From an optimization exercise on the open Yosys and OpenROAD flow, aimed at small area; shortcuts taken in it are not production practice. RTL that was checked went through simulation tests only; none was proved equivalent to the original. The RTL of run 1 was laid out without a check of its function.

## flow/flow/run.sh

```bash
#!/bin/bash
# Standard layout, but the port buffers that placement inserts use the smallest buffer cell.
set -euo pipefail
export BUFFER_PORTS_ARGS="-buffer_cell sky130_fd_sc_hd__buf_1"
export RECOVER_POWER=100
bash standard.sh > standard.log 2>&1
```

## flow/standard.sh

```bash
#!/bin/bash
# synth_recipe.tcl (not shown) runs the flow's synth.tcl, then flattens the netlist and writes it again
# the make line also repeats each setting of config.mk as NAME=value (left out here)
make -C /OpenROAD-flow-scripts/flow DESIGN_CONFIG=/design/flow/config.mk WORK_HOME=/design/flow/orfs CLKGATE_MAP_FILE= SYNTH_SCRIPT=/design/flow/synth_recipe.tcl "${@:-finish}"
```

## flow/config.mk

```make
export PLATFORM = sky130hd
export DESIGN_NAME = Cordic
export DESIGN_NICKNAME = Cordic
export VERILOG_FILES = /design/flow/design.v
export SDC_FILE = /design/flow/constraint.sdc
export NUM_CORES = 4
export LEC_CHECK = 0
export CAP_MARGIN = 20
export CORE_MARGIN = 2
export CORE_UTILIZATION = 40
export CTS_BUF_LIST = sky130_fd_sc_hd__clkbuf_8
export CTS_CLUSTER_DIAMETER = 100
export CTS_CLUSTER_SIZE = 18
export GPL_TIMING_DRIVEN = 0
export SLEW_MARGIN = 20
```

## flow/constraint.sdc

```tcl
create_clock -name core_clock -period 3.2 [get_ports {clk}]
set_input_delay 0.6400 -clock core_clock [delete_from_list [all_inputs] [get_ports {clk}]]
set_output_delay 0.6400 -clock core_clock [all_outputs]
set_load 0.01 [all_outputs]
```

## flow/design.v

```verilog
module CordicMachine #(parameter N = 4, parameter FIRST = 0) (
	input [N-1:0] a,
	input [N-1:0] b,
	input ci,
	output [N-1:0] s,
	output co
);
	wire [N:0] c;
	wire [N-1:0] ls;
	assign c[0] = FIRST ? ci : 1'b0;
	genvar j;
	generate for (j = 0; j < N; j = j + 1) begin : bit_
		assign ls[j] = a[j] ^ b[j] ^ c[j];
		assign c[j+1] = (a[j] & b[j]) | (c[j] & (a[j] ^ b[j]));
	end endgenerate
	generate if (FIRST) begin : rip
		assign s = ls;
		assign co = c[N];
	end else begin : inc
		wire [N:0] p;   
		assign p[0] = 1'b1;
		for (j = 0; j < N; j = j + 1) begin : pre
			assign p[j+1] = p[j] & ls[j];
			assign s[j] = ls[j] ^ (ci & p[j]);
		end
		assign co = c[N] | (ci & p[N]);
	end endgenerate
endmodule
module Cordic(
	input clk,
	input [12:0] x_0,
	input [12:0] y_0,
	input [12:0] z_0,
	output [12:0] x_N,
	output [12:0] y_N,
	output [12:0] z_N
);
	wire [12:0] xs0 = x_0, ys0 = y_0;
	wire [12:0] zs0 = z_0;
	wire d0 = zs0[12];   
	wire signed [12:0] xss0 = xs0, yss0 = ys0;
	wire [12:0] xsh0 = xss0 >>> 0, ysh0 = yss0 >>> 0;
	wire [12:0] bx0 = ysh0 ^ {13{~d0}}, by0 = xsh0 ^ {13{d0}};
	wire [12:0] xn0, yn0;
	wire cx0_3;
	CordicMachine #(.N(3), .FIRST(1)) ax0_0 (.a(xs0[2:0]), .b(bx0[2:0]), .ci(~d0), .s(xn0[2:0]), .co(cx0_3));
	wire cx0_6;
	CordicMachine #(.N(3), .FIRST(0)) ax0_1 (.a(xs0[5:3]), .b(bx0[5:3]), .ci(cx0_3), .s(xn0[5:3]), .co(cx0_6));
	wire cx0_9;
	CordicMachine #(.N(3), .FIRST(0)) ax0_2 (.a(xs0[8:6]), .b(bx0[8:6]), .ci(cx0_6), .s(xn0[8:6]), .co(cx0_9));
	wire cx0_13;
	CordicMachine #(.N(4), .FIRST(0)) ax0_3 (.a(xs0[12:9]), .b(bx0[12:9]), .ci(cx0_9), .s(xn0[12:9]), .co(cx0_13));
	wire cy0_3;
	CordicMachine #(.N(3), .FIRST(1)) ay0_0 (.a(ys0[2:0]), .b(by0[2:0]), .ci(d0), .s(yn0[2:0]), .co(cy0_3));
	wire cy0_6;
	CordicMachine #(.N(3), .FIRST(0)) ay0_1 (.a(ys0[5:3]), .b(by0[5:3]), .ci(cy0_3), .s(yn0[5:3]), .co(cy0_6));
	wire cy0_9;
	CordicMachine #(.N(3), .FIRST(0)) ay0_2 (.a(ys0[8:6]), .b(by0[8:6]), .ci(cy0_6), .s(yn0[8:6]), .co(cy0_9));
	wire cy0_13;
	CordicMachine #(.N(4), .FIRST(0)) ay0_3 (.a(ys0[12:9]), .b(by0[12:9]), .ci(cy0_9), .s(yn0[12:9]), .co(cy0_13));
	wire [12:0] zf0;
	wire [12:0] za0 = {~d0, d0, ~d0, d0, d0, ~d0, 1'b1, 1'b0, 1'b0, 1'b0, 1'b0, 1'b0, 1'b0};   
	assign zf0[5:0] = zs0[5:0];
	wire cz0_11;
	CordicMachine #(.N(5), .FIRST(1)) az0_0 (.a(zs0[10:6]), .b(za0[10:6]), .ci(1'b0), .s(zf0[10:6]), .co(cz0_11));
	wire cz0_13;
	CordicMachine #(.N(2), .FIRST(0)) az0_1 (.a(zs0[12:11]), .b(za0[12:11]), .ci(cz0_11), .s(zf0[12:11]), .co(cz0_13));
	reg [12:0] xr1; reg [12:1] yr1; reg [12:0] zr1;
	always @(posedge clk) begin xr1 <= xn0; yr1 <= yn0[12:1]; zr1 <= zf0[12:0]; end
	wire [12:0] xs1 = xr1, ys1 = {yr1, xr1[0]};   
	wire [12:0] zs1 = zr1;
	wire d1 = zs1[12];   
	wire signed [12:0] xss1 = xs1, yss1 = ys1;
	wire [12:0] xsh1 = xss1 >>> 1, ysh1 = yss1 >>> 1;
	wire [12:0] bx1 = ysh1 ^ {13{~d1}}, by1 = xsh1 ^ {13{d1}};
	wire [12:0] xn1, yn1;
	wire cx1_3;
	CordicMachine #(.N(3), .FIRST(1)) ax1_0 (.a(xs1[2:0]), .b(bx1[2:0]), .ci(~d1), .s(xn1[2:0]), .co(cx1_3));
	wire cx1_6;
	CordicMachine #(.N(3), .FIRST(0)) ax1_1 (.a(xs1[5:3]), .b(bx1[5:3]), .ci(cx1_3), .s(xn1[5:3]), .co(cx1_6));
	wire cx1_9;
	CordicMachine #(.N(3), .FIRST(0)) ax1_2 (.a(xs1[8:6]), .b(bx1[8:6]), .ci(cx1_6), .s(xn1[8:6]), .co(cx1_9));
	wire cx1_13;
	CordicMachine #(.N(4), .FIRST(0)) ax1_3 (.a(xs1[12:9]), .b(bx1[12:9]), .ci(cx1_9), .s(xn1[12:9]), .co(cx1_13));
	wire cy1_3;
	CordicMachine #(.N(3), .FIRST(1)) ay1_0 (.a(ys1[2:0]), .b(by1[2:0]), .ci(d1), .s(yn1[2:0]), .co(cy1_3));
	wire cy1_6;
	CordicMachine #(.N(3), .FIRST(0)) ay1_1 (.a(ys1[5:3]), .b(by1[5:3]), .ci(cy1_3), .s(yn1[5:3]), .co(cy1_6));
	wire cy1_9;
	CordicMachine #(.N(3), .FIRST(0)) ay1_2 (.a(ys1[8:6]), .b(by1[8:6]), .ci(cy1_6), .s(yn1[8:6]), .co(cy1_9));
	wire cy1_13;
	CordicMachine #(.N(4), .FIRST(0)) ay1_3 (.a(ys1[12:9]), .b(by1[12:9]), .ci(cy1_9), .s(yn1[12:9]), .co(cy1_13));
	wire [11:0] zf1;
	wire [11:0] za1 = {~d1, d1, d1, ~d1, d1, ~d1, d1, ~d1, ~d1, 1'b1, 1'b0, 1'b0};   
	assign zf1[1:0] = zs1[1:0];
	wire cz1_7;
	CordicMachine #(.N(5), .FIRST(1)) az1_0 (.a(zs1[6:2]), .b(za1[6:2]), .ci(1'b0), .s(zf1[6:2]), .co(cz1_7));
	wire cz1_12;
	CordicMachine #(.N(5), .FIRST(0)) az1_1 (.a(zs1[11:7]), .b(za1[11:7]), .ci(cz1_7), .s(zf1[11:7]), .co(cz1_12));
	reg [12:0] xr2, yr2; reg [11:0] zr2;
	always @(posedge clk) begin xr2 <= xn1; yr2 <= yn1; zr2 <= zf1[11:0]; end
	wire [12:0] xs2 = xr2, ys2 = yr2;
	wire [11:0] zs2 = zr2;
	wire d2 = zs2[11];   
	wire signed [12:0] xss2 = xs2, yss2 = ys2;
	wire [12:0] xsh2 = xss2 >>> 2, ysh2 = yss2 >>> 2;
	wire [12:0] bx2 = ysh2 ^ {13{~d2}}, by2 = xsh2 ^ {13{d2}};
	wire [12:0] xn2, yn2;
	wire cx2_3;
	CordicMachine #(.N(3), .FIRST(1)) ax2_0 (.a(xs2[2:0]), .b(bx2[2:0]), .ci(~d2), .s(xn2[2:0]), .co(cx2_3));
	wire cx2_6;
	CordicMachine #(.N(3), .FIRST(0)) ax2_1 (.a(xs2[5:3]), .b(bx2[5:3]), .ci(cx2_3), .s(xn2[5:3]), .co(cx2_6));
	wire cx2_9;
	CordicMachine #(.N(3), .FIRST(0)) ax2_2 (.a(xs2[8:6]), .b(bx2[8:6]), .ci(cx2_6), .s(xn2[8:6]), .co(cx2_9));
	wire cx2_13;
	CordicMachine #(.N(4), .FIRST(0)) ax2_3 (.a(xs2[12:9]), .b(bx2[12:9]), .ci(cx2_9), .s(xn2[12:9]), .co(cx2_13));
	wire cy2_3;
	CordicMachine #(.N(3), .FIRST(1)) ay2_0 (.a(ys2[2:0]), .b(by2[2:0]), .ci(d2), .s(yn2[2:0]), .co(cy2_3));
	wire cy2_6;
	CordicMachine #(.N(3), .FIRST(0)) ay2_1 (.a(ys2[5:3]), .b(by2[5:3]), .ci(cy2_3), .s(yn2[5:3]), .co(cy2_6));
	wire cy2_9;
	CordicMachine #(.N(3), .FIRST(0)) ay2_2 (.a(ys2[8:6]), .b(by2[8:6]), .ci(cy2_6), .s(yn2[8:6]), .co(cy2_9));
	wire cy2_13;
	CordicMachine #(.N(4), .FIRST(0)) ay2_3 (.a(ys2[12:9]), .b(by2[12:9]), .ci(cy2_9), .s(yn2[12:9]), .co(cy2_13));
	wire [10:0] zf2;
	wire [10:0] za2 = {~d2, d2, d2, d2, ~d2, ~d2, ~d2, ~d2, ~d2, 1'b1, 1'b0};   
	assign zf2[0:0] = zs2[0:0];
	wire cz2_6;
	CordicMachine #(.N(5), .FIRST(1)) az2_0 (.a(zs2[5:1]), .b(za2[5:1]), .ci(1'b0), .s(zf2[5:1]), .co(cz2_6));
	wire cz2_11;
	CordicMachine #(.N(5), .FIRST(0)) az2_1 (.a(zs2[10:6]), .b(za2[10:6]), .ci(cz2_6), .s(zf2[10:6]), .co(cz2_11));
	reg [12:0] xr3, yr3; reg [10:0] zr3;
	always @(posedge clk) begin xr3 <= xn2; yr3 <= yn2; zr3 <= zf2[10:0]; end
	wire [12:0] xs3 = xr3, ys3 = yr3;
	wire [10:0] zs3 = zr3;
	wire d3 = zs3[10];   
	wire signed [12:0] xss3 = xs3, yss3 = ys3;
	wire [12:0] xsh3 = xss3 >>> 3, ysh3 = yss3 >>> 3;
	wire [12:0] bx3 = ysh3 ^ {13{~d3}}, by3 = xsh3 ^ {13{d3}};
	wire [12:0] xn3, yn3;
	wire cx3_3;
	CordicMachine #(.N(3), .FIRST(1)) ax3_0 (.a(xs3[2:0]), .b(bx3[2:0]), .ci(~d3), .s(xn3[2:0]), .co(cx3_3));
	wire cx3_6;
	CordicMachine #(.N(3), .FIRST(0)) ax3_1 (.a(xs3[5:3]), .b(bx3[5:3]), .ci(cx3_3), .s(xn3[5:3]), .co(cx3_6));
	wire cx3_9;
	CordicMachine #(.N(3), .FIRST(0)) ax3_2 (.a(xs3[8:6]), .b(bx3[8:6]), .ci(cx3_6), .s(xn3[8:6]), .co(cx3_9));
	wire cx3_13;
	CordicMachine #(.N(4), .FIRST(0)) ax3_3 (.a(xs3[12:9]), .b(bx3[12:9]), .ci(cx3_9), .s(xn3[12:9]), .co(cx3_13));
	wire cy3_3;
	CordicMachine #(.N(3), .FIRST(1)) ay3_0 (.a(ys3[2:0]), .b(by3[2:0]), .ci(d3), .s(yn3[2:0]), .co(cy3_3));
	wire cy3_6;
	CordicMachine #(.N(3), .FIRST(0)) ay3_1 (.a(ys3[5:3]), .b(by3[5:3]), .ci(cy3_3), .s(yn3[5:3]), .co(cy3_6));
	wire cy3_9;
	CordicMachine #(.N(3), .FIRST(0)) ay3_2 (.a(ys3[8:6]), .b(by3[8:6]), .ci(cy3_6), .s(yn3[8:6]), .co(cy3_9));
	wire cy3_13;
	CordicMachine #(.N(4), .FIRST(0)) ay3_3 (.a(ys3[12:9]), .b(by3[12:9]), .ci(cy3_9), .s(yn3[12:9]), .co(cy3_13));
	wire [9:0] zf3;
	wire [9:0] za3 = {~d3, d3, d3, d3, ~d3, ~d3, 1'b1, 1'b0, 1'b0, 1'b0};   
	assign zf3[2:0] = zs3[2:0];
	wire cz3_8;
	CordicMachine #(.N(5), .FIRST(1)) az3_0 (.a(zs3[7:3]), .b(za3[7:3]), .ci(1'b0), .s(zf3[7:3]), .co(cz3_8));
	wire cz3_10;
	CordicMachine #(.N(2), .FIRST(0)) az3_1 (.a(zs3[9:8]), .b(za3[9:8]), .ci(cz3_8), .s(zf3[9:8]), .co(cz3_10));
	reg [12:0] xr4, yr4; reg [9:0] zr4;
	always @(posedge clk) begin xr4 <= xn3; yr4 <= yn3; zr4 <= zf3[9:0]; end
	wire [12:0] xs4 = xr4, ys4 = yr4;
	wire [9:0] zs4 = zr4;
	wire d4 = zs4[9];   
	wire signed [12:0] xss4 = xs4, yss4 = ys4;
	wire [12:0] xsh4 = xss4 >>> 4, ysh4 = yss4 >>> 4;
	wire [12:0] bx4 = ysh4 ^ {13{~d4}}, by4 = xsh4 ^ {13{d4}};
	wire [12:0] xn4, yn4;
	wire cx4_3;
	CordicMachine #(.N(3), .FIRST(1)) ax4_0 (.a(xs4[2:0]), .b(bx4[2:0]), .ci(~d4), .s(xn4[2:0]), .co(cx4_3));
	wire cx4_6;
	CordicMachine #(.N(3), .FIRST(0)) ax4_1 (.a(xs4[5:3]), .b(bx4[5:3]), .ci(cx4_3), .s(xn4[5:3]), .co(cx4_6));
	wire cx4_9;
	CordicMachine #(.N(3), .FIRST(0)) ax4_2 (.a(xs4[8:6]), .b(bx4[8:6]), .ci(cx4_6), .s(xn4[8:6]), .co(cx4_9));
	wire cx4_13;
	CordicMachine #(.N(4), .FIRST(0)) ax4_3 (.a(xs4[12:9]), .b(bx4[12:9]), .ci(cx4_9), .s(xn4[12:9]), .co(cx4_13));
	wire cy4_3;
	CordicMachine #(.N(3), .FIRST(1)) ay4_0 (.a(ys4[2:0]), .b(by4[2:0]), .ci(d4), .s(yn4[2:0]), .co(cy4_3));
	wire cy4_6;
	CordicMachine #(.N(3), .FIRST(0)) ay4_1 (.a(ys4[5:3]), .b(by4[5:3]), .ci(cy4_3), .s(yn4[5:3]), .co(cy4_6));
	wire cy4_9;
	CordicMachine #(.N(3), .FIRST(0)) ay4_2 (.a(ys4[8:6]), .b(by4[8:6]), .ci(cy4_6), .s(yn4[8:6]), .co(cy4_9));
	wire cy4_13;
	CordicMachine #(.N(4), .FIRST(0)) ay4_3 (.a(ys4[12:9]), .b(by4[12:9]), .ci(cy4_9), .s(yn4[12:9]), .co(cy4_13));
	wire [8:0] zf4;
	wire [8:0] za4 = {~d4, d4, d4, d4, ~d4, ~d4, 1'b1, 1'b0, 1'b0};   
	assign zf4[1:0] = zs4[1:0];
	wire cz4_7;
	CordicMachine #(.N(5), .FIRST(1)) az4_0 (.a(zs4[6:2]), .b(za4[6:2]), .ci(1'b0), .s(zf4[6:2]), .co(cz4_7));
	wire cz4_9;
	CordicMachine #(.N(2), .FIRST(0)) az4_1 (.a(zs4[8:7]), .b(za4[8:7]), .ci(cz4_7), .s(zf4[8:7]), .co(cz4_9));
	reg [12:0] xr5, yr5; reg [8:0] zr5;
	always @(posedge clk) begin xr5 <= xn4; yr5 <= yn4; zr5 <= zf4[8:0]; end
	wire [12:0] xs5 = xr5, ys5 = yr5;
	wire [8:0] zs5 = zr5;
	wire d5 = zs5[8];   
	wire signed [12:0] xss5 = xs5, yss5 = ys5;
	wire [12:0] xsh5 = xss5 >>> 5, ysh5 = yss5 >>> 5;
	wire [12:0] bx5 = ysh5 ^ {13{~d5}}, by5 = xsh5 ^ {13{d5}};
	wire [12:0] xn5, yn5;
	wire cx5_3;
	CordicMachine #(.N(3), .FIRST(1)) ax5_0 (.a(xs5[2:0]), .b(bx5[2:0]), .ci(~d5), .s(xn5[2:0]), .co(cx5_3));
	wire cx5_6;
	CordicMachine #(.N(3), .FIRST(0)) ax5_1 (.a(xs5[5:3]), .b(bx5[5:3]), .ci(cx5_3), .s(xn5[5:3]), .co(cx5_6));
	wire cx5_9;
	CordicMachine #(.N(3), .FIRST(0)) ax5_2 (.a(xs5[8:6]), .b(bx5[8:6]), .ci(cx5_6), .s(xn5[8:6]), .co(cx5_9));
	wire cx5_13;
	CordicMachine #(.N(4), .FIRST(0)) ax5_3 (.a(xs5[12:9]), .b(bx5[12:9]), .ci(cx5_9), .s(xn5[12:9]), .co(cx5_13));
	wire cy5_3;
	CordicMachine #(.N(3), .FIRST(1)) ay5_0 (.a(ys5[2:0]), .b(by5[2:0]), .ci(d5), .s(yn5[2:0]), .co(cy5_3));
	wire cy5_6;
	CordicMachine #(.N(3), .FIRST(0)) ay5_1 (.a(ys5[5:3]), .b(by5[5:3]), .ci(cy5_3), .s(yn5[5:3]), .co(cy5_6));
	wire cy5_9;
	CordicMachine #(.N(3), .FIRST(0)) ay5_2 (.a(ys5[8:6]), .b(by5[8:6]), .ci(cy5_6), .s(yn5[8:6]), .co(cy5_9));
	wire cy5_13;
	CordicMachine #(.N(4), .FIRST(0)) ay5_3 (.a(ys5[12:9]), .b(by5[12:9]), .ci(cy5_9), .s(yn5[12:9]), .co(cy5_13));
	wire [7:0] zf5;
	wire [7:0] za5 = {~d5, d5, d5, d5, ~d5, ~d5, 1'b1, 1'b0};   
	assign zf5[0:0] = zs5[0:0];
	wire cz5_6;
	CordicMachine #(.N(5), .FIRST(1)) az5_0 (.a(zs5[5:1]), .b(za5[5:1]), .ci(1'b0), .s(zf5[5:1]), .co(cz5_6));
	wire cz5_8;
	CordicMachine #(.N(2), .FIRST(0)) az5_1 (.a(zs5[7:6]), .b(za5[7:6]), .ci(cz5_6), .s(zf5[7:6]), .co(cz5_8));
	reg [12:0] xr6, yr6; reg [7:0] zr6;
	always @(posedge clk) begin xr6 <= xn5; yr6 <= yn5; zr6 <= zf5[7:0]; end
	wire [12:0] xs6 = xr6, ys6 = yr6;
	wire [7:0] zs6 = zr6;
	wire d6 = zs6[7];   
	wire signed [12:0] xss6 = xs6, yss6 = ys6;
	wire [12:0] xsh6 = xss6 >>> 6, ysh6 = yss6 >>> 6;
	wire [12:0] bx6 = ysh6 ^ {13{~d6}}, by6 = xsh6 ^ {13{d6}};
	wire [12:0] xn6, yn6;
	wire cx6_3;
	CordicMachine #(.N(3), .FIRST(1)) ax6_0 (.a(xs6[2:0]), .b(bx6[2:0]), .ci(~d6), .s(xn6[2:0]), .co(cx6_3));
	wire cx6_6;
	CordicMachine #(.N(3), .FIRST(0)) ax6_1 (.a(xs6[5:3]), .b(bx6[5:3]), .ci(cx6_3), .s(xn6[5:3]), .co(cx6_6));
	wire cx6_9;
	CordicMachine #(.N(3), .FIRST(0)) ax6_2 (.a(xs6[8:6]), .b(bx6[8:6]), .ci(cx6_6), .s(xn6[8:6]), .co(cx6_9));
	wire cx6_13;
	CordicMachine #(.N(4), .FIRST(0)) ax6_3 (.a(xs6[12:9]), .b(bx6[12:9]), .ci(cx6_9), .s(xn6[12:9]), .co(cx6_13));
	wire cy6_3;
	CordicMachine #(.N(3), .FIRST(1)) ay6_0 (.a(ys6[2:0]), .b(by6[2:0]), .ci(d6), .s(yn6[2:0]), .co(cy6_3));
	wire cy6_6;
	CordicMachine #(.N(3), .FIRST(0)) ay6_1 (.a(ys6[5:3]), .b(by6[5:3]), .ci(cy6_3), .s(yn6[5:3]), .co(cy6_6));
	wire cy6_9;
	CordicMachine #(.N(3), .FIRST(0)) ay6_2 (.a(ys6[8:6]), .b(by6[8:6]), .ci(cy6_6), .s(yn6[8:6]), .co(cy6_9));
	wire cy6_13;
	CordicMachine #(.N(4), .FIRST(0)) ay6_3 (.a(ys6[12:9]), .b(by6[12:9]), .ci(cy6_9), .s(yn6[12:9]), .co(cy6_13));
	wire [6:0] zf6;
	wire [6:0] za6 = {~d6, d6, d6, d6, ~d6, ~d6, 1'b1};   
	wire cz6_5;
	CordicMachine #(.N(5), .FIRST(1)) az6_0 (.a(zs6[4:0]), .b(za6[4:0]), .ci(1'b0), .s(zf6[4:0]), .co(cz6_5));
	wire cz6_7;
	CordicMachine #(.N(2), .FIRST(0)) az6_1 (.a(zs6[6:5]), .b(za6[6:5]), .ci(cz6_5), .s(zf6[6:5]), .co(cz6_7));
	reg [12:0] xr7, yr7; reg [6:0] zr7;
	always @(posedge clk) begin xr7 <= xn6; yr7 <= yn6; zr7 <= zf6[6:0]; end
	wire [12:0] xs7 = xr7, ys7 = yr7;
	wire [6:0] zs7 = zr7;
	wire d7 = zs7[6];   
	wire signed [12:0] xss7 = xs7, yss7 = ys7;
	wire [12:0] xsh7 = xss7 >>> 7, ysh7 = yss7 >>> 7;
	wire [12:0] bx7 = ysh7 ^ {13{~d7}}, by7 = xsh7 ^ {13{d7}};
	wire [12:0] xn7, yn7;
	wire cx7_3;
	CordicMachine #(.N(3), .FIRST(1)) ax7_0 (.a(xs7[2:0]), .b(bx7[2:0]), .ci(~d7), .s(xn7[2:0]), .co(cx7_3));
	wire cx7_6;
	CordicMachine #(.N(3), .FIRST(0)) ax7_1 (.a(xs7[5:3]), .b(bx7[5:3]), .ci(cx7_3), .s(xn7[5:3]), .co(cx7_6));
	wire cx7_9;
	CordicMachine #(.N(3), .FIRST(0)) ax7_2 (.a(xs7[8:6]), .b(bx7[8:6]), .ci(cx7_6), .s(xn7[8:6]), .co(cx7_9));
	wire cx7_13;
	CordicMachine #(.N(4), .FIRST(0)) ax7_3 (.a(xs7[12:9]), .b(bx7[12:9]), .ci(cx7_9), .s(xn7[12:9]), .co(cx7_13));
	wire cy7_3;
	CordicMachine #(.N(3), .FIRST(1)) ay7_0 (.a(ys7[2:0]), .b(by7[2:0]), .ci(d7), .s(yn7[2:0]), .co(cy7_3));
	wire cy7_6;
	CordicMachine #(.N(3), .FIRST(0)) ay7_1 (.a(ys7[5:3]), .b(by7[5:3]), .ci(cy7_3), .s(yn7[5:3]), .co(cy7_6));
	wire cy7_9;
	CordicMachine #(.N(3), .FIRST(0)) ay7_2 (.a(ys7[8:6]), .b(by7[8:6]), .ci(cy7_6), .s(yn7[8:6]), .co(cy7_9));
	wire cy7_13;
	CordicMachine #(.N(4), .FIRST(0)) ay7_3 (.a(ys7[12:9]), .b(by7[12:9]), .ci(cy7_9), .s(yn7[12:9]), .co(cy7_13));
	wire [5:0] zf7;
	wire [5:0] za7 = {~d7, d7, d7, 1'b1, 1'b0, 1'b0};   
	assign zf7[1:0] = zs7[1:0];
	wire cz7_6;
	CordicMachine #(.N(4), .FIRST(1)) az7_0 (.a(zs7[5:2]), .b(za7[5:2]), .ci(1'b0), .s(zf7[5:2]), .co(cz7_6));
	reg [12:0] xr8, yr8; reg [5:0] zr8;
	always @(posedge clk) begin xr8 <= xn7; yr8 <= yn7; zr8 <= zf7[5:0]; end
	wire [12:0] xs8 = xr8, ys8 = yr8;
	wire [5:0] zs8 = zr8;
	wire d8 = zs8[5];   
	wire signed [12:0] xss8 = xs8, yss8 = ys8;
	wire [12:0] xsh8 = xss8 >>> 8, ysh8 = yss8 >>> 8;
	wire [12:0] bx8 = ysh8 ^ {13{~d8}}, by8 = xsh8 ^ {13{d8}};
	wire [12:0] xn8, yn8;
	wire cx8_3;
	CordicMachine #(.N(3), .FIRST(1)) ax8_0 (.a(xs8[2:0]), .b(bx8[2:0]), .ci(~d8), .s(xn8[2:0]), .co(cx8_3));
	wire cx8_6;
	CordicMachine #(.N(3), .FIRST(0)) ax8_1 (.a(xs8[5:3]), .b(bx8[5:3]), .ci(cx8_3), .s(xn8[5:3]), .co(cx8_6));
	wire cx8_9;
	CordicMachine #(.N(3), .FIRST(0)) ax8_2 (.a(xs8[8:6]), .b(bx8[8:6]), .ci(cx8_6), .s(xn8[8:6]), .co(cx8_9));
	wire cx8_13;
	CordicMachine #(.N(4), .FIRST(0)) ax8_3 (.a(xs8[12:9]), .b(bx8[12:9]), .ci(cx8_9), .s(xn8[12:9]), .co(cx8_13));
	wire cy8_3;
	CordicMachine #(.N(3), .FIRST(1)) ay8_0 (.a(ys8[2:0]), .b(by8[2:0]), .ci(d8), .s(yn8[2:0]), .co(cy8_3));
	wire cy8_6;
	CordicMachine #(.N(3), .FIRST(0)) ay8_1 (.a(ys8[5:3]), .b(by8[5:3]), .ci(cy8_3), .s(yn8[5:3]), .co(cy8_6));
	wire cy8_9;
	CordicMachine #(.N(3), .FIRST(0)) ay8_2 (.a(ys8[8:6]), .b(by8[8:6]), .ci(cy8_6), .s(yn8[8:6]), .co(cy8_9));
	wire cy8_13;
	CordicMachine #(.N(4), .FIRST(0)) ay8_3 (.a(ys8[12:9]), .b(by8[12:9]), .ci(cy8_9), .s(yn8[12:9]), .co(cy8_13));
	wire [4:0] zf8;
	wire [4:0] za8 = {~d8, d8, d8, 1'b1, 1'b0};   
	assign zf8[0:0] = zs8[0:0];
	wire cz8_5;
	CordicMachine #(.N(4), .FIRST(1)) az8_0 (.a(zs8[4:1]), .b(za8[4:1]), .ci(1'b0), .s(zf8[4:1]), .co(cz8_5));
	reg [12:0] xr9, yr9; reg [4:0] zr9;
	always @(posedge clk) begin xr9 <= xn8; yr9 <= yn8; zr9 <= zf8[4:0]; end
	wire [12:0] xs9 = xr9, ys9 = yr9;
	wire [4:0] zs9 = zr9;
	wire d9 = zs9[4];   
	wire signed [12:0] xss9 = xs9, yss9 = ys9;
	wire [12:0] xsh9 = xss9 >>> 9, ysh9 = yss9 >>> 9;
	wire [12:0] bx9 = ysh9 ^ {13{~d9}}, by9 = xsh9 ^ {13{d9}};
	wire [12:0] xn9, yn9;
	wire cx9_3;
	CordicMachine #(.N(3), .FIRST(1)) ax9_0 (.a(xs9[2:0]), .b(bx9[2:0]), .ci(~d9), .s(xn9[2:0]), .co(cx9_3));
	wire cx9_6;
	CordicMachine #(.N(3), .FIRST(0)) ax9_1 (.a(xs9[5:3]), .b(bx9[5:3]), .ci(cx9_3), .s(xn9[5:3]), .co(cx9_6));
	wire cx9_9;
	CordicMachine #(.N(3), .FIRST(0)) ax9_2 (.a(xs9[8:6]), .b(bx9[8:6]), .ci(cx9_6), .s(xn9[8:6]), .co(cx9_9));
	wire cx9_13;
	CordicMachine #(.N(4), .FIRST(0)) ax9_3 (.a(xs9[12:9]), .b(bx9[12:9]), .ci(cx9_9), .s(xn9[12:9]), .co(cx9_13));
	wire cy9_3;
	CordicMachine #(.N(3), .FIRST(1)) ay9_0 (.a(ys9[2:0]), .b(by9[2:0]), .ci(d9), .s(yn9[2:0]), .co(cy9_3));
	wire cy9_6;
	CordicMachine #(.N(3), .FIRST(0)) ay9_1 (.a(ys9[5:3]), .b(by9[5:3]), .ci(cy9_3), .s(yn9[5:3]), .co(cy9_6));
	wire cy9_9;
	CordicMachine #(.N(3), .FIRST(0)) ay9_2 (.a(ys9[8:6]), .b(by9[8:6]), .ci(cy9_6), .s(yn9[8:6]), .co(cy9_9));
	wire cy9_13;
	CordicMachine #(.N(4), .FIRST(0)) ay9_3 (.a(ys9[12:9]), .b(by9[12:9]), .ci(cy9_9), .s(yn9[12:9]), .co(cy9_13));
	wire [3:0] zf9;
	wire [3:0] za9 = {~d9, d9, d9, 1'b1};   
	wire cz9_4;
	CordicMachine #(.N(4), .FIRST(1)) az9_0 (.a(zs9[3:0]), .b(za9[3:0]), .ci(1'b0), .s(zf9[3:0]), .co(cz9_4));
	reg [12:0] xr10, yr10; reg [3:0] zr10;
	always @(posedge clk) begin xr10 <= xn9; yr10 <= yn9; zr10 <= zf9[3:0]; end
	wire [12:0] xs10 = xr10, ys10 = yr10;
	wire [3:0] zs10 = zr10;
	assign x_N = xs10;
	assign y_N = ys10;
	assign z_N = {{9{zs10[3]}}, zs10};
endmodule
```

==> results of run 1 <==
## synth_stat cells, drive strengths merged
| library cell | instances |
|---|---|
| nor4 | 1 |
| nand2b | 1 |
| nand3 | 39 |
| o31a | 1 |
| a21oi | 10 |
| o21ai | 19 |
| xor2 | 174 |
| ha | 132 |
| nor2 | 13 |
| nor3b | 2 |
| xnor2 | 193 |
| nand2 | 2 |
| and3b | 1 |
| dfxtp | 344 |
| nor2b | 1 |
| a31oi | 1 |
| nand3b | 19 |
| inv | 174 |
| a41oi | 19 |
| fa | 201 |
| and3 | 1 |
| a41o | 20 |
| buf | 30 |
| nand4 | 38 |
| mux2i | 10 |
| a21o | 1 |
## layout make-up
cell class	instances	share of cell area
Multi-Input combinational cell	899	0.534
Sequential cell	344	0.351
Tap cell	592	0.0377
Inverter	174	0.0334
Clock buffer	24	0.0168
Timing Repair Buffer	81	0.0160
Buffer	27	0.0108
Clock inverter	1	0.000827
## layout by cell type (no fill, tap or decap), types with 2 or more instances in the layout
cell type and instances:
xor2_2 6, xnor2_1 184, dfxtp_2 7, xnor2_2 5, buf_4 10, o21ai_1 12, ha_1 132, nand3_1 39
nand3b_1 19, mux2i_1 10, xnor2_4 4, o21ai_2 6, clkbuf_8 24, clkbuf_4 14, fa_1 200, xor2_4 5
buf_2 2, nand4_1 38, inv_1 173, a21oi_1 10, a41oi_1 19, buf_1 77, buf_6 4, xor2_1 163
nand2_1 2, nor2_1 13, dfxtp_1 337, a41o_1 20
## worst max-delay path, cell delays in order
cell and delay [ns]:
clkbuf_1 0.30, buf_6 0.21, buf_2 0.30, xnor2_1 0.13, ha_1 0.20, fa_1 0.42
fa_1 0.58, nand4_1 0.11, o21ai_1 0.28, nand4_1 0.18, xnor2_1 0.16
## layer usage
| layer | part of all wire | GRT usage | up-vias |
|---|---|---|---|
| met5 | 0 | 0 | - |
| met4 | 0.026 | 0.0358 | 0 |
| met3 | 0.031 | 0.0190 | 35 |
| met2 | 0.56 | 0.251 | 106 |
| met1 | 0.38 | 0.124 | 4609 |
| li1 | - | - | 4810 |
## kinds of logic after synthesis
logic type,synth area share
xor gates and xnor gates,0.187
DFF,0.380
adders and majority gates,0.313
buffers and inverters,0.0474
and+or+nand+nor,0.0376
AOI/OAI and AO/OA,0.0295
muxes,0.00553
## flip-flops by register name (all words and copies together) (netlist names), 12 cells and up
signal / cells
xr6: 13
yr10: 13
xr4: 13
xr2: 13
yr1: 12
yr4: 13
xr9: 13
yr2: 13
yr5: 13
zr2: 12
xr5: 13
xr10: 13
yr6: 13
xr1: 13
xr7: 13
zr1: 13
xr3: 13
yr3: 13
yr9: 13
yr7: 13
yr8: 13
xr8: 13
## repair_timing
item                                    4_1_cts  5_1_grt
endpoints found under the setup margin       65       55
hold endpoints to repair                      0        0
gates resized for setup                      29       26
setup buffers                                 1        2
pin swaps                                     0        1
## final timing paths
check	depth (start not counted)	to	slack [ns]
worst max-delay path	11	xr1[12]$_DFF_P_	0.17
worst min-delay path	1	zr1[3]$_DFF_P_	0.14
worst max register to register	10	yr4[10]$_DFF_P_	0.21
worst min register to register	0	zr4[2]$_DFF_P_	0.34
==> impl_results.md, run 1 <==
- Status: finished clean
- CTS Buffer Depth: 3
- Fin. Hold Viols: 0
- Core area: 0.0444 mm2
- Final instance area: 0.0197 mm2
- Synth cell types: 32
- CTS H-tree lvls: 1
- Class of the most critical setup path: primary input to register
- Share of cells above drive strength 1: 0.0600
- Hold_sp: z_0[3]
- Clk sinks: 344
- Critical Path RT: 3.69 ns
- WL/cell: 12.5 um
- Clock root cell: clkbuf_8
- Cell count after synthesis: 1,447
- Number of synthesis warnings: 1
- Worst-Skew Late Latency: 0.58 ns
- Via/cell ratio: 4.46
- FMAX: 0.330 GHz
- Peak fanout along the critical path: 10
- Synthesized cell area: 0.0181 mm2
- Critical path startpoint: z_0[12]
- Drt drc: 0
- Initial antenna violation count: 0
- Max_cap viols: 0
- First-pass GRT wire length: 47,100 um
- Die X-Extent: 217 um
- CP arrival: 3.52 ns
- DRT iter0 DRCs: 220
- Post-synthesis sequential area ratio: 0.380
- Initial Util: 0.408
- Post-synth top area share: 0.380
- Post-route ant nets: 0
- Fin Hold WS: 0.140 ns
- HPWL after detailed placement: 22,700 um
- Largest net degree at the start of global routing: 20
- Die ar.: 0.0470 mm2
- Register Area: 0.00690 mm2
- Area post-placement: 0.0192 mm2
- Die Y: 217 um
- GRT Util Overall: 0.122
- RD Place Congestion: 0.786
- Vias: 9,560
- Area Overhead vs Synth: 8.57%
- Startpoint Class: primary input
- Ranking of synthesized cells by area: dfxtp_1 (38%), fa_1 (22%), ha_1 (9.1%)
- Pre-CTS setup slack: -0.623 ns
- Post-synthesis net count: 1,820
- Hold crit path type: primary input to register
- Port Buffer Count: 78
- Final Core Density: 0.443
- Final-layout fill cell count: 4,160
- Finished Layout Cells: 2,142
- Max_slew headroom: 0.515
- Synthesized flop and latch total: 344
- RSZ-0062 raised after global routing: no
- DRT Pass-1 Iters: 4
- Post-synth top area cell: dfxtp_1
- Final setup skew: 0.0227 ns
- Multi-input logic area: 0.0105 mm2
- Min Tclk post-route: 3.03 ns
- Worst-path clk slew: 0.10 ns
- Syn Area/Cell: 12.5 um2
- Final setup vio count: 0
- Final Net Count: 1,923
- Vias in the first global route: 10,400
- CTS buffer count: 23
- Ant diodes: 0
- CTS tree: done
- Critical Path End Type: register
- Worst Tran Pin Value: 0.724 ns
- Worst r2r src: zr3[10]$_DFF_P_
- Final worst-path cycle share: 0.948
- Congestion Overflow GR: 0
- Row cnt: 77
- Final WL: 26,800 um
- Post-CTS Hold Buffers: 0
- Dpl cells: 2,117
- Final setup margin: 0.168 ns
- Setup TNS: 0 ns
- Max-slew violation count: 0
- Number of top-level pins: 79
==> run 2, diff against run 1 <==
--- a/flow/design.v
+++ b/flow/design.v
@@ -65,10 +65,12 @@
 	CordicMachine #(.N(5), .FIRST(1)) az0_0 (.a(zs0[10:6]), .b(za0[10:6]), .ci(1'b0), .s(zf0[10:6]), .co(cz0_11));
 	wire cz0_13;
 	CordicMachine #(.N(2), .FIRST(0)) az0_1 (.a(zs0[12:11]), .b(za0[12:11]), .ci(cz0_11), .s(zf0[12:11]), .co(cz0_13));
+	localparam [12:0] IM1 = 13'd6, JM1 = 13'd6;   
+	localparam [12:0] KM1 = 13'd576;
 	reg [12:0] xr1; reg [12:1] yr1; reg [12:0] zr1;
-	always @(posedge clk) begin xr1 <= xn0; yr1 <= yn0[12:1]; zr1 <= zf0[12:0]; end
-	wire [12:0] xs1 = xr1, ys1 = {yr1, xr1[0]};   
-	wire [12:0] zs1 = zr1;
+	always @(posedge clk) begin xr1 <= xn0 ^ IM1; yr1 <= yn0[12:1] ^ JM1[12:1]; zr1 <= zf0[12:0] ^ KM1; end
+	wire [12:0] xs1 = xr1 ^ IM1, ys1 = {yr1 ^ JM1[12:1], xs1[0]};   
+	wire [12:0] zs1 = zr1 ^ KM1;
 	wire d1 = zs1[12];   
 	wire signed [12:0] xss1 = xs1, yss1 = ys1;
 	wire [12:0] xsh1 = xss1 >>> 1, ysh1 = yss1 >>> 1;
@@ -97,10 +99,12 @@
 	CordicMachine #(.N(5), .FIRST(1)) az1_0 (.a(zs1[6:2]), .b(za1[6:2]), .ci(1'b0), .s(zf1[6:2]), .co(cz1_7));
 	wire cz1_12;
 	CordicMachine #(.N(5), .FIRST(0)) az1_1 (.a(zs1[11:7]), .b(za1[11:7]), .ci(cz1_7), .s(zf1[11:7]), .co(cz1_12));
+	localparam [12:0] IM2 = 13'd6, JM2 = 13'd6;   
+	localparam [11:0] KM2 = 12'd20;
 	reg [12:0] xr2, yr2; reg [11:0] zr2;
-	always @(posedge clk) begin xr2 <= xn1; yr2 <= yn1; zr2 <= zf1[11:0]; end
-	wire [12:0] xs2 = xr2, ys2 = yr2;
-	wire [11:0] zs2 = zr2;
+	always @(posedge clk) begin xr2 <= xn1 ^ IM2; yr2 <= yn1 ^ JM2; zr2 <= zf1[11:0] ^ KM2; end
+	wire [12:0] xs2 = xr2 ^ IM2, ys2 = yr2 ^ JM2;
+	wire [11:0] zs2 = zr2 ^ KM2;
 	wire d2 = zs2[11];   
 	wire signed [12:0] xss2 = xs2, yss2 = ys2;
 	wire [12:0] xsh2 = xss2 >>> 2, ysh2 = yss2 >>> 2;
@@ -129,10 +133,12 @@
 	CordicMachine #(.N(5), .FIRST(1)) az2_0 (.a(zs2[5:1]), .b(za2[5:1]), .ci(1'b0), .s(zf2[5:1]), .co(cz2_6));
 	wire cz2_11;
 	CordicMachine #(.N(5), .FIRST(0)) az2_1 (.a(zs2[10:6]), .b(za2[10:6]), .ci(cz2_6), .s(zf2[10:6]), .co(cz2_11));
+	localparam [12:0] IM3 = 13'd6, JM3 = 13'd6;   
+	localparam [10:0] KM3 = 11'd24;
 	reg [12:0] xr3, yr3; reg [10:0] zr3;
-	always @(posedge clk) begin xr3 <= xn2; yr3 <= yn2; zr3 <= zf2[10:0]; end
-	wire [12:0] xs3 = xr3, ys3 = yr3;
-	wire [10:0] zs3 = zr3;
+	always @(posedge clk) begin xr3 <= xn2 ^ IM3; yr3 <= yn2 ^ JM3; zr3 <= zf2[10:0] ^ KM3; end
+	wire [12:0] xs3 = xr3 ^ IM3, ys3 = yr3 ^ JM3;
+	wire [10:0] zs3 = zr3 ^ KM3;
 	wire d3 = zs3[10];   
 	wire signed [12:0] xss3 = xs3, yss3 = ys3;
 	wire [12:0] xsh3 = xss3 >>> 3, ysh3 = yss3 >>> 3;
@@ -161,10 +167,12 @@
 	CordicMachine #(.N(5), .FIRST(1)) az3_0 (.a(zs3[7:3]), .b(za3[7:3]), .ci(1'b0), .s(zf3[7:3]), .co(cz3_8));
 	wire cz3_10;
 	CordicMachine #(.N(2), .FIRST(0)) az3_1 (.a(zs3[9:8]), .b(za3[9:8]), .ci(cz3_8), .s(zf3[9:8]), .co(cz3_10));
+	localparam [12:0] IM4 = 13'd6, JM4 = 13'd6;   
+	localparam [9:0] KM4 = 10'd16;
 	reg [12:0] xr4, yr4; reg [9:0] zr4;
-	always @(posedge clk) begin xr4 <= xn3; yr4 <= yn3; zr4 <= zf3[9:0]; end
-	wire [12:0] xs4 = xr4, ys4 = yr4;
-	wire [9:0] zs4 = zr4;
+	always @(posedge clk) begin xr4 <= xn3 ^ IM4; yr4 <= yn3 ^ JM4; zr4 <= zf3[9:0] ^ KM4; end
+	wire [12:0] xs4 = xr4 ^ IM4, ys4 = yr4 ^ JM4;
+	wire [9:0] zs4 = zr4 ^ KM4;
 	wire d4 = zs4[9];   
 	wire signed [12:0] xss4 = xs4, yss4 = ys4;
 	wire [12:0] xsh4 = xss4 >>> 4, ysh4 = yss4 >>> 4;
@@ -193,10 +201,12 @@
 	CordicMachine #(.N(5), .FIRST(1)) az4_0 (.a(zs4[6:2]), .b(za4[6:2]), .ci(1'b0), .s(zf4[6:2]), .co(cz4_7));
 	wire cz4_9;
 	CordicMachine #(.N(2), .FIRST(0)) az4_1 (.a(zs4[8:7]), .b(za4[8:7]), .ci(cz4_7), .s(zf4[8:7]), .co(cz4_9));
+	localparam [12:0] IM5 = 13'd6, JM5 = 13'd6;   
+	localparam [8:0] KM5 = 9'd0;
 	reg [12:0] xr5, yr5; reg [8:0] zr5;
-	always @(posedge clk) begin xr5 <= xn4; yr5 <= yn4; zr5 <= zf4[8:0]; end
-	wire [12:0] xs5 = xr5, ys5 = yr5;
-	wire [8:0] zs5 = zr5;
+	always @(posedge clk) begin xr5 <= xn4 ^ IM5; yr5 <= yn4 ^ JM5; zr5 <= zf4[8:0] ^ KM5; end
+	wire [12:0] xs5 = xr5 ^ IM5, ys5 = yr5 ^ JM5;
+	wire [8:0] zs5 = zr5 ^ KM5;
 	wire d5 = zs5[8];   
 	wire signed [12:0] xss5 = xs5, yss5 = ys5;
 	wire [12:0] xsh5 = xss5 >>> 5, ysh5 = yss5 >>> 5;
@@ -225,10 +235,12 @@
 	CordicMachine #(.N(5), .FIRST(1)) az5_0 (.a(zs5[5:1]), .b(za5[5:1]), .ci(1'b0), .s(zf5[5:1]), .co(cz5_6));
 	wire cz5_8;
 	CordicMachine #(.N(2), .FIRST(0)) az5_1 (.a(zs5[7:6]), .b(za5[7:6]), .ci(cz5_6), .s(zf5[7:6]), .co(cz5_8));
+	localparam [12:0] IM6 = 13'd6, JM6 = 13'd6;   
+	localparam [7:0] KM6 = 8'd0;
 	reg [12:0] xr6, yr6; reg [7:0] zr6;
-	always @(posedge clk) begin xr6 <= xn5; yr6 <= yn5; zr6 <= zf5[7:0]; end
-	wire [12:0] xs6 = xr6, ys6 = yr6;
-	wire [7:0] zs6 = zr6;
+	always @(posedge clk) begin xr6 <= xn5 ^ IM6; yr6 <= yn5 ^ JM6; zr6 <= zf5[7:0] ^ KM6; end
+	wire [12:0] xs6 = xr6 ^ IM6, ys6 = yr6 ^ JM6;
+	wire [7:0] zs6 = zr6 ^ KM6;
 	wire d6 = zs6[7];   
 	wire signed [12:0] xss6 = xs6, yss6 = ys6;
 	wire [12:0] xsh6 = xss6 >>> 6, ysh6 = yss6 >>> 6;
@@ -256,10 +268,12 @@
 	CordicMachine #(.N(5), .FIRST(1)) az6_0 (.a(zs6[4:0]), .b(za6[4:0]), .ci(1'b0), .s(zf6[4:0]), .co(cz6_5));
 	wire cz6_7;
 	CordicMachine #(.N(2), .FIRST(0)) az6_1 (.a(zs6[6:5]), .b(za6[6:5]), .ci(cz6_5), .s(zf6[6:5]), .co(cz6_7));
+	localparam [12:0] IM7 = 13'd6, JM7 = 13'd6;   
+	localparam [6:0] KM7 = 7'd0;
 	reg [12:0] xr7, yr7; reg [6:0] zr7;
-	always @(posedge clk) begin xr7 <= xn6; yr7 <= yn6; zr7 <= zf6[6:0]; end
-	wire [12:0] xs7 = xr7, ys7 = yr7;
-	wire [6:0] zs7 = zr7;
+	always @(posedge clk) begin xr7 <= xn6 ^ IM7; yr7 <= yn6 ^ JM7; zr7 <= zf6[6:0] ^ KM7; end
+	wire [12:0] xs7 = xr7 ^ IM7, ys7 = yr7 ^ JM7;
+	wire [6:0] zs7 = zr7 ^ KM7;
 	wire d7 = zs7[6];   
 	wire signed [12:0] xss7 = xs7, yss7 = ys7;
 	wire [12:0] xsh7 = xss7 >>> 7, ysh7 = yss7 >>> 7;
@@ -286,10 +300,12 @@
 	assign zf7[1:0] = zs7[1:0];
 	wire cz7_6;
 	CordicMachine #(.N(4), .FIRST(1)) az7_0 (.a(zs7[5:2]), .b(za7[5:2]), .ci(1'b0), .s(zf7[5:2]), .co(cz7_6));
+	localparam [12:0] IM8 = 13'd6, JM8 = 13'd6;   
+	localparam [5:0] KM8 = 6'd0;
 	reg [12:0] xr8, yr8; reg [5:0] zr8;
-	always @(posedge clk) begin xr8 <= xn7; yr8 <= yn7; zr8 <= zf7[5:0]; end
-	wire [12:0] xs8 = xr8, ys8 = yr8;
-	wire [5:0] zs8 = zr8;
+	always @(posedge clk) begin xr8 <= xn7 ^ IM8; yr8 <= yn7 ^ JM8; zr8 <= zf7[5:0] ^ KM8; end
+	wire [12:0] xs8 = xr8 ^ IM8, ys8 = yr8 ^ JM8;
+	wire [5:0] zs8 = zr8 ^ KM8;
 	wire d8 = zs8[5];   
 	wire signed [12:0] xss8 = xs8, yss8 = ys8;
 	wire [12:0] xsh8 = xss8 >>> 8, ysh8 = yss8 >>> 8;
@@ -316,10 +332,12 @@
 	assign zf8[0:0] = zs8[0:0];
 	wire cz8_5;
 	CordicMachine #(.N(4), .FIRST(1)) az8_0 (.a(zs8[4:1]), .b(za8[4:1]), .ci(1'b0), .s(zf8[4:1]), .co(cz8_5));
+	localparam [12:0] IM9 = 13'd6, JM9 = 13'd6;   
+	localparam [4:0] KM9 = 5'd2;
 	reg [12:0] xr9, yr9; reg [4:0] zr9;
-	always @(posedge clk) begin xr9 <= xn8; yr9 <= yn8; zr9 <= zf8[4:0]; end
-	wire [12:0] xs9 = xr9, ys9 = yr9;
-	wire [4:0] zs9 = zr9;
+	always @(posedge clk) begin xr9 <= xn8 ^ IM9; yr9 <= yn8 ^ JM9; zr9 <= zf8[4:0] ^ KM9; end
+	wire [12:0] xs9 = xr9 ^ IM9, ys9 = yr9 ^ JM9;
+	wire [4:0] zs9 = zr9 ^ KM9;
 	wire d9 = zs9[4];   
 	wire signed [12:0] xss9 = xs9, yss9 = ys9;
 	wire [12:0] xsh9 = xss9 >>> 9, ysh9 = yss9 >>> 9;
@@ -345,10 +363,12 @@
 	wire [3:0] za9 = {~d9, d9, d9, 1'b1};   
 	wire cz9_4;
 	CordicMachine #(.N(4), .FIRST(1)) az9_0 (.a(zs9[3:0]), .b(za9[3:0]), .ci(1'b0), .s(zf9[3:0]), .co(cz9_4));
+	localparam [12:0] IM10 = 13'd0, JM10 = 13'd0;   
+	localparam [3:0] KM10 = 4'd0;
 	reg [12:0] xr10, yr10; reg [3:0] zr10;
-	always @(posedge clk) begin xr10 <= xn9; yr10 <= yn9; zr10 <= zf9[3:0]; end
-	wire [12:0] xs10 = xr10, ys10 = yr10;
-	wire [3:0] zs10 = zr10;
+	always @(posedge clk) begin xr10 <= xn9 ^ IM10; yr10 <= yn9 ^ JM10; zr10 <= zf9[3:0] ^ KM10; end
+	wire [12:0] xs10 = xr10 ^ IM10, ys10 = yr10 ^ JM10;
+	wire [3:0] zs10 = zr10 ^ KM10;
 	assign x_N = xs10;
 	assign y_N = ys10;
 	assign z_N = {{9{zs10[3]}}, zs10};
==> flow/flow/run.sh (replaced) <==
#!/bin/bash
# Standard layout, but the port buffers that placement inserts use the smallest buffer cell.
set -euo pipefail
export BUFFER_PORTS_ARGS="-buffer_cell sky130_fd_sc_hd__buf_1"
bash standard.sh > standard.log 2>&1
--- a/flow/config.mk
+++ b/flow/config.mk
@@ -9,7 +9,7 @@
 export CORE_MARGIN = 2
 export CORE_UTILIZATION = 40
 export CTS_BUF_LIST = sky130_fd_sc_hd__clkbuf_8
-export CTS_CLUSTER_DIAMETER = 100
-export CTS_CLUSTER_SIZE = 18
+export CTS_CLUSTER_DIAMETER = 60
+export CTS_CLUSTER_SIZE = 22
 export GPL_TIMING_DRIVEN = 0
 export SLEW_MARGIN = 20
==> impl_results.md, run 2 <==
- Critical Path RT: 3.74 ns
- Worst-path clk slew: 0.12 ns
- Die X-Extent: 214 um
- Adder-Cell Fraction of Synth Area: 0.320
- Worst-Skew Late Latency: 0.64 ns
- Final Net Count: 1,837
- Row cnt: 77
- Number of synthesized flops with an enable pin: 0
- Ranking of synthesized cells by area: dfxtp_1 (39%), fa_1 (23%), ha_1 (9.3%)
- Syn Area/Cell: 13.1 um2
- Final WL: 27,600 um
- Most common cell in the synthesized netlist: dfxtp_1
- Top cells by count, synth: dfxtp_1 (344), fa_1 (201), xnor2_1 (187)
- Via/cell ratio: 4.51
- Congestion Overflow GR: 0
- CTS H-tree lvls: 1
- GRT Util Overall: 0.125
- Xor and xnor fraction of the mapped netlist area: 0.190
- First-pass GRT wire length: 47,000 um
- RD Place Congestion: 0.820
- Hold crit path type: primary input to register
- Post-synth top area share: 0.389
- Dpl cells: 2,027
- Most frequent cells in the layout: dfxtp_1 (336), fa_1 (201), xnor2_1 (186)
- HPWL after detailed placement: 23,100 um
- DRT Pass-1 Iters: 4
- Vias in the first global route: 10,100
- CTS buffer count: 29
- Synth async-reset ratio: 0
- Post-synthesis sequential area ratio: 0.389
- Number of top-level pins: 79
- Core area: 0.0439 mm2
- CTS Buffer Depth: 3
- Initial Util: 0.403
- Final setup margin: 0.149 ns
- Clock root cell: clkbuf_8
- Status: finished clean
- Crit path cell chain: buf_6, buf_6, xor2_4, ha_1, fa_1, fa_1, a41oi_1, o21ai_2, ha_1, xor2_1
- Synth cell types: 30
- Min Tclk post-route: 3.05 ns
- Vias: 9,379
- Max-slew violation count: 0
- Final worst-path cycle share: 0.954
- Most common cell after layout, fill and taps aside: dfxtp_1
- Final-layout fill cell count: 4,088
- Critical Path End Type: register
- RSZ-0062 raised after global routing: no
- CP arrival: 3.59 ns
- Cell count after synthesis: 1,357
- Synthesized cell area: 0.0177 mm2
- Drt drc: 0
- Die ar.: 0.0460 mm2
- Synthesized flop and latch total: 344
- Max_slew headroom: 0.472
- WL/cell: 13.3 um
- Largest net degree at the start of global routing: 23
- Share of cells above drive strength 1: 0.0820
- Peak fanout along the critical path: 10
- Startpoint Class: register
- Cell family contributing the most delay on the critical path: adder cells
- Final setup vio count: 0
- Post-CTS Repair Setup Buffers: 0
- DRT iter0 DRCs: 217
- Ant diodes: 0
- CP bufs+invs: 2
- Post-synth top area cell: dfxtp_1
- Mux contribution to synthesized area: 0.00629
- CP max stage delay: 0.52 ns
- Final instance area: 0.0196 mm2
- Fin Hold WS: 0.0896 ns
- Pre-CTS setup slack: -0.552 ns
- Synth Flop Type: dfxtp_1
- Clk sinks: 344
- Initial antenna violation count: 0
- Die Y: 214 um
- Area Overhead vs Synth: 10.8%
- Max_cap viols: 0
- CTS tree: done
- Area share of and/or/nand/nor cells after synthesis: 0.0394
- Port Buffer Count: 78
- Slowest-stage cell, CP: fa_1
- Post-CTS Hold Buffers: 0
- FMAX: 0.328 GHz
- Final setup skew: 0.0353 ns
- Post-synthesis net count: 1,730
- Number of synthesis warnings: 1
- Worst Tran Pin Value: 0.789 ns
- Fin. Hold Viols: 0
- Post-route ant nets: 0
- Finished Layout Cells: 2,079
- Synth Area in Compound Gates: 0.0277
- Class of the most critical setup path: register to register
- Largest family of logic cells by synthesized area: adder cells
- Area post-placement: 0.0188 mm2
-- run 2: cell count changes after synthesis, moves of 10 or more --
cell / change
inv_1: -94
o21ai_1: +22
o21ai_0: -19
nand3_1: +10
-- run 2: kinds of logic after synthesis --
kind of cell,after synthesis
xor gates and xnor gates,367
DFF,344
adders and majority gates,333
and+or+nand+nor,123
buffers and inverters,113
AOI/OAI and AO/OA,66
muxes,11
-- run 2: area by class of cell --
class / instances / area, um2 / share of cell area
buffer: 27 / 220 / 0.0112
clock inverter: 24 / 288 / 0.0147
inverter: 84 / 315 / 0.0161
multi-input combinational: 900 / 10500 / 0.533
clock buffer: 30 / 413 / 0.0210
timing repair buffer: 78 / 293 / 0.0149
sequential: 344 / 6900 / 0.352
tap: 592 / 741 / 0.0377
-- run 2: worst register-to-register path, stage by stage, from the launching register on --
cell and delay, ns:
dfxtp_2 0.43, buf_6 0.20, buf_6 0.20, xor2_4 0.16
ha_1 0.25, fa_1 0.42, fa_1 0.52, a41oi_1 0.28
o21ai_2 0.14, ha_1 0.21, xor2_1 0.13
-- run 2: layer usage --
layer | wire length [um] | track usage | vias up
met1 | 9500 | 0.118 | 4561
met4 | 1050 | 0.0470 | 0
li1 | - | - | 4656
met3 | 735 | 0.0191 | 59
met2 | 16300 | 0.262 | 103
met5 | 0 | 0 | -
-- run 2: stage by stage --
stage / utilization / TNS (ns)
after global routing: 0.447 / 0
after CTS: 0.445 / 0
final: 0.447 / 0
after detailed placement: 0.427 / -16.72
after floorplan: - / 0
after global placement: 0.427 / -15.48
-- run 2: worst paths after layout --
path / from / to / slack, ns / cells past startpoint
setup / recovery: zr6[7]$_DFF_P_ / yr7[10]$_DFF_P_ / 0.15 / 10
hold / removal: z_0[2] / zr1[2]$_DFF_P_ / 0.09 / 1
setup reg to reg: zr6[7]$_DFF_P_ / yr7[10]$_DFF_P_ / 0.15 / 10
hold reg to reg: zr7[1]$_DFF_P_ / zr8[1]$_DFF_P_ / 0.33 / 0
-- run 2: what timing repair did --
item,in CTS,in global routing
endpoints found under the setup margin,67,37
gates resized for setup,28,18
hold endpoints to repair,0,0
==> run 3, diff against run 2 <==
--- a/flow/config.mk
+++ b/flow/config.mk
@@ -9,7 +9,7 @@
 export CORE_MARGIN = 2
 export CORE_UTILIZATION = 40
 export CTS_BUF_LIST = sky130_fd_sc_hd__clkbuf_8
-export CTS_CLUSTER_DIAMETER = 60
-export CTS_CLUSTER_SIZE = 22
+export CTS_CLUSTER_DIAMETER = 100
+export CTS_CLUSTER_SIZE = 18
 export GPL_TIMING_DRIVEN = 0
 export SLEW_MARGIN = 20
==> impl_results.md, run 3 <==
- Final WL: 27,400 um
- Post-route ant nets: 0
- Setup TNS: 0 ns
- Vias: 9,304
- Share of cells above drive strength 1: 0.0677
- Post-CTS Hold Buffers: 0
- Initial antenna violation count: 0
- Die X-Extent: 214 um
- Number of top-level pins: 79
- FMAX: 0.328 GHz
- Peak fanout along the critical path: 10
- Cell count after synthesis: 1,357
- Port Buffer Count: 78
- Startpoint Class: register
- Final setup vio count: 0
- Core area: 0.0439 mm2
- Critical Path RT: 3.70 ns
- Drt drc: 0
- WL/cell: 13.3 um
- GRT Util Overall: 0.123
- Row cnt: 77
- Hold EP: zr1[2]$_DFF_P_
- Congestion Overflow GR: 0
- Number of synthesis warnings: 1
- Max-slew violation count: 0
- Synthesized cell area: 0.0177 mm2
- Fin Hold WS: 0.152 ns
- CTS buffer count: 23
- Crit path cell chain: buf_4, buf_6, xor2_4, ha_1, fa_1, fa_1, a41oi_1, o21ai_2, ha_1, xor2_1
- Post-synthesis sequential area ratio: 0.389
- Clock root cell: clkbuf_8
- Syn Area/Cell: 13.1 um2
- Max_cap viols: 0
- Ant diodes: 0
- Worst-Skew Late Latency: 0.59 ns
- Most common cell in the synthesized netlist: dfxtp_1
- Cell family contributing the most delay on the critical path: adder cells
- Status: finished clean
- Slowest-stage cell, CP: fa_1
- Post-synth top area share: 0.389
- CTS Buffer Depth: 3
- DRT iter0 DRCs: 215
- Fin. Hold Viols: 0
- Class of the most critical setup path: register to register
- CP arrival: 3.54 ns
- Area Overhead vs Synth: 9.01%
- Most common cell after layout, fill and taps aside: dfxtp_1
- Reg-to-Reg End: yr7[10]$_DFF_P_
- Worst Hold Depth: 1
- Die Y: 214 um
- Via/cell ratio: 4.53
- CP max stage delay: 0.53 ns
- Most frequent cells in the layout: dfxtp_1 (336), fa_1 (201), xnor2_1 (186)
- Largest net degree at the start of global routing: 20
- Worst-path clk slew: 0.11 ns
- Post-synthesis net count: 1,730
- DRT Pass-1 Iters: 4
- CTS H-tree lvls: 1
- Die ar.: 0.0460 mm2
- Hold_sp: z_0[2]
- Synth async-reset ratio: 0
- Max_slew headroom: 0.472
- Synth cell types: 30
- Final Net Count: 1,835
- Worst r2r src: zr6[7]$_DFF_P_
- Number of synthesized flops with an enable pin: 0
- RD Place Congestion: 0.820
- CP bufs+invs: 2
- Reg2reg setup slack: 0.15 ns
- Final setup skew: 0.0272 ns
- HPWL after detailed placement: 23,100 um
- Clk sinks: 344
- CTS tree: done
- Final worst-path cycle share: 0.952
- Synth Flop Type: dfxtp_1
- Worst Tran Pin Value: 0.789 ns
- Hold crit path type: primary input to register
- First-pass GRT wire length: 46,500 um
- Ranking of synthesized cells by area: dfxtp_1 (39%), fa_1 (23%), ha_1 (9.3%)
- Vias in the first global route: 9,961
- Critical Path End Type: register
- Min Tclk post-route: 3.05 ns
- R2R depth: 10
- Top cells by count, synth: dfxtp_1 (344), fa_1 (201), xnor2_1 (187)
- Final-layout fill cell count: 4,143
- Post-synth top area cell: dfxtp_1
- Synthesized flop and latch total: 344
- Initial Util: 0.403
-- run 3: worst max path at each step --
| stage | start | end | cells past startpoint |
|---|---|---|---|
| floorplan | zr6[7]$_DFF_P_ | yr7[10]$_DFF_P_ | 10 |
| global placement | z_0[12] | xr1[12]$_DFF_P_ | 11 |
| detailed placement | z_0[12] | xr1[12]$_DFF_P_ | 11 |
| CTS | zr1[12]$_DFF_P_ | xr2[10]$_DFF_P_ | 10 |
| global route | zr5[8]$_DFF_P_ | zr6[7]$_DFF_P_ | 12 |
| finish | zr6[7]$_DFF_P_ | yr7[10]$_DFF_P_ | 10 |
-- run 3: kinds of logic (layout without fill, tap and decap cells) --
kind of cell,Yosys count,count (layout),share of synthesized area
AO/OA/AOI/OAI,66,66,0.0277
multiplexers,11,11,0.00629
flip-flops,344,344,0.389
AND/OR/NAND/NOR,123,123,0.0394
adder cells (fa/ha/maj),333,333,0.320
XOR/XNOR,367,367,0.190
buffers and inverters,113,219,0.0277
-- run 3: stage by stage --
stage / std cells / util / instance area [um2] / setup slack (ns)
finish: 2055 / 0.439 / 19300 / 0.154
global route: 2055 / 0.439 / 19300 / -0.00604
CTS: 2052 / 0.437 / 19200 / 0.00227
detailed placement: 2027 / 0.427 / 18800 / -0.552
global placement: 2027 / 0.427 / 18700 / -0.512
floorplan: 1357 / - / 17700 / 0.000226
-- run 3: timing repair --
action,CTS,global route
gates resized for setup,25,21
buffers inserted,0,4
setup endpoints to repair,63,50
pin swaps,0,1
-- run 3: area by class of cell --
| type | count | area, um2 | area share |
|---|---|---|---|
| plain buffers | 27 | 216 | 0.0112 |
| clock buffers | 24 | 330 | 0.0171 |
| clock inverters | 2 | 23.8 | 0.00123 |
| inverters | 84 | 315 | 0.0163 |
| multi-input cells | 900 | 10500 | 0.542 |
| flip-flops and latches | 344 | 6900 | 0.357 |
| well taps | 592 | 741 | 0.0384 |
| repair buffers | 82 | 323 | 0.0167 |
-- run 3: metal layers --
layer,wire length [um],part of all wire,vias to the layer above,GRT usage
met1,9510,0.35,4536,0.118
li1,-,-,4627,-
met4,906,0.033,0,0.0396
met3,684,0.025,51,0.0183
met5,0,0,-,0
met2,16300,0.59,90,0.260

[port drivers added, routing unchanged]
The flow's constraints put no driver on any port. The routed layouts listed below were extracted and timed again, unchanged, in two steps.
Step 1 (the two cells are an assumption about what drives the block):
set clk [get_ports {clk}]
set_driving_cell -lib_cell sky130_fd_sc_hd__clkbuf_16 $clk
set_driving_cell -lib_cell sky130_fd_sc_hd__buf_2 [delete_from_list [all_inputs] $clk]
Step 2, shift: input delay + t, output delay - t, t = (earliest + latest rising clock arrival at the registers) / 2. This alone moves slack from input paths to output paths.
Slacks: ideal / step 1 / step 2; pairs: ideal / step 1.
run | shift t [ns] | setup WS [ns] | hold slack, ns | slew at the worst register clock pin (ns) | pins driven straight from the clock port
run 1 | 0.625 | 0.168 / 0.193 / -0.432 | 0.140 / 0.115 / 0.337 | 0.11 / 0.11 | 1
run 2 | 0.674 | 0.149 / 0.149 / -0.445 | 0.090 / 0.064 / 0.326 | 0.12 / 0.12 | 1
run 3 | 0.613 | 0.154 / 0.154 / -0.418 | 0.152 / 0.134 / 0.318 | 0.11 / 0.11 | 1
Met with ideal ports but missed after step 2: setup timing in every run listed. For run 1, which loses most, drivers alone change the setup slack by +0.025 ns; drivers and shift together by -0.600 ns.
